This design comes from an exercise in tuning for small area and a short achievable clock period on the open sky130 flow, not from production work. The RTL was checked by simulation tests, not by an equivalence proof against the original design.

==> run D: inputs <==
## euler_ode_solver
module euler_ode_solver
(
  input  signed [17:0] k1, k13, k2, k23, km, km3, D1, D2,
  input  signed [17:0] init_v1, init_v2,
  input  signed [17:0] init_x1, init_x2,
  input                clk, reset,
  input          [3:0] dt,
  output signed [17:0] x1, x2
);
clock: 30.0 ns
lec_check: 0
cap_margin: 20
core_margin: 2
core_utilization: 40
setup_slack_margin: 5
slew_margin: 20
run.sh (not shown) runs the stock make flow with config.mk's settings and CLKGATE_MAP_FILE= SYNTH_SCRIPT=/design/flow/synth_recipe.tcl, a recipe that flattens the netlist after the stock synthesis.
==> run Z: changes against run D <==
==> flow/flow/run.sh (new file) <==
#!/bin/bash
# Standard ORFS layout (standard.sh) with two changes to synthesis only:
#  * Yosys's generic synth skips its internal "abc -fast" (synth -noabc), so the
#    explicit adder trees of the RTL are not restructured before mapping;
#  * instances of the RTL's cell wrapper modules (fa_cell, ha_cell, a21oi_cell, ...:
#    plain gates with behavioural bodies) are mapped straight onto the same library cells
#    (flow/cells_map.v), right after elaboration.
# Everything else (flip-flop mapping, final abc, flattening, renaming, and all
# later steps) is the standard flow.
# Timing repair (after CTS and after global routing) aims for 18 ns of setup
# slack on the worst 5% of endpoints, so critical paths get upsized/buffered.
set -euo pipefail
here=$(pwd)
map="$here/flow/cells_map.v"
sed "0,/^hierarchy -check -top \$::env(DESIGN_NAME)\$/s||hierarchy -check -top \$::env(DESIGN_NAME)\ntechmap -map $map|" \
  "$FLOW_HOME/scripts/synth.tcl" > orfs_synth.tcl
grep -q "^techmap -map $map\$" orfs_synth.tcl
sed -e 's/^proc synth {args} { yosys synth -nofsm -noshare {\*}\$args }$/proc synth {args} { yosys synth -nofsm -noshare -noabc {*}$args }/' \
    -e "s|^source \$::env(SCRIPTS_DIR)/synth.tcl\$|source $here/orfs_synth.tcl|" synth_recipe.tcl > flow_synth.tcl
grep -q -- '-noabc' flow_synth.tcl
grep -q "^source $here/orfs_synth.tcl\$" flow_synth.tcl
bash standard.sh SYNTH_SCRIPT="$here/flow_synth.tcl" SETUP_SLACK_MARGIN=18 TNS_END_PERCENT=5 finish > flow_make.log 2>&1
test -f out/final.def
==> flow/flow/cells_map.v (new file) <==
module fa_cell (input a, input b, input c, output s, output co);
  sky130_fd_sc_hd__fa_1 _TECHMAP_REPLACE_ (.A(a), .B(b), .CIN(c), .SUM(s), .COUT(co));
endmodule
module ha_cell (input a, input b, output s, output co);
  sky130_fd_sc_hd__ha_1 _TECHMAP_REPLACE_ (.A(a), .B(b), .SUM(s), .COUT(co));
endmodule
module a21oi_cell (input a1, input a2, input b1, output y);
  sky130_fd_sc_hd__a21oi_1 _TECHMAP_REPLACE_ (.A1(a1), .A2(a2), .B1(b1), .Y(y));
endmodule

module o21ai_cell (input a1, input a2, input b1, output y);
  sky130_fd_sc_hd__o21ai_1 _TECHMAP_REPLACE_ (.A1(a1), .A2(a2), .B1(b1), .Y(y));
endmodule

module a22oi_cell (input a1, input a2, input b1, input b2, output y);
  sky130_fd_sc_hd__a22oi_1 _TECHMAP_REPLACE_ (.A1(a1), .A2(a2), .B1(b1), .B2(b2), .Y(y));
endmodule

module or2_cell (input a, input b, output y);
  sky130_fd_sc_hd__or2_1 _TECHMAP_REPLACE_ (.A(a), .B(b), .X(y));
endmodule

module nand2_cell (input a, input b, output y);
  sky130_fd_sc_hd__nand2_1 _TECHMAP_REPLACE_ (.A(a), .B(b), .Y(y));
endmodule

module nor2_cell (input a, input b, output y);
  sky130_fd_sc_hd__nor2_1 _TECHMAP_REPLACE_ (.A(a), .B(b), .Y(y));
endmodule

module inv_cell (input a, output y);
  sky130_fd_sc_hd__inv_1 _TECHMAP_REPLACE_ (.A(a), .Y(y));
endmodule

module xor2_cell (input a, input b, output y);
  sky130_fd_sc_hd__xor2_1 _TECHMAP_REPLACE_ (.A(a), .B(b), .X(y));
endmodule

module xnor2_cell (input a, input b, output y);
  sky130_fd_sc_hd__xnor2_1 _TECHMAP_REPLACE_ (.A(a), .B(b), .Y(y));
endmodule
==> flow/standard.sh (new file) <==
#!/bin/bash
# synth_recipe.tcl (not shown) runs the flow's synth.tcl, then flattens the netlist and writes it again
# the make line also repeats each setting of config.mk as NAME=value (left out here)
make -C /OpenROAD-flow-scripts/flow DESIGN_CONFIG=/design/flow/config.mk WORK_HOME=/design/flow/orfs CLKGATE_MAP_FILE= SYNTH_SCRIPT=/design/flow/synth_recipe.tcl "${@:-finish}"
Settings changed: CAP_MARGIN 20 to 10, SETUP_SLACK_MARGIN 5 to not set, SLEW_MARGIN 20 to 10.
removed: flow/run.sh
==> comparison <==
Run D finished clean. Run Z completed without violations. In run Z the worst hold slack is lower than in run D, by 73 ps. Of run D and run Z, run Z has the higher sequential share of layout area (gap 0.25 points). Against run Z, the area after synthesis of run D is higher by about 28%. Flip-flop and latch count is the same in run Z and run D.

[re-timing with driven ports]
How much do the figures lean on ideal ports? The routed layouts below were timed once more, with nothing changed but the port constraints.
Step 1: set_driving_cell puts a clkbuf_16 on clk and a buf_2 on each other input, an assumption about the parent block.
Step 2, shift: input delay + t, output delay - t, t = (earliest + latest rising clock arrival at the registers) / 2. This alone moves slack from input paths to output paths.
Three values: ideal ports, drivers, drivers and shift; two values: the first two.
run	shift t [ns]	slack for setup (ns)	clock arrival spread, ns	worst data-port slew with drivers (ns)
run D	0.738	11.724 / 11.768 / 11.029	0.069 / 0.069	0.32
run Z	0.711	17.013 / 16.965 / 16.255	0.065 / 0.065	0.25
After both steps every run listed still meets setup and hold. For run Z, which loses most, drivers alone change the setup slack by -0.048 ns; drivers and shift together by -0.758 ns.
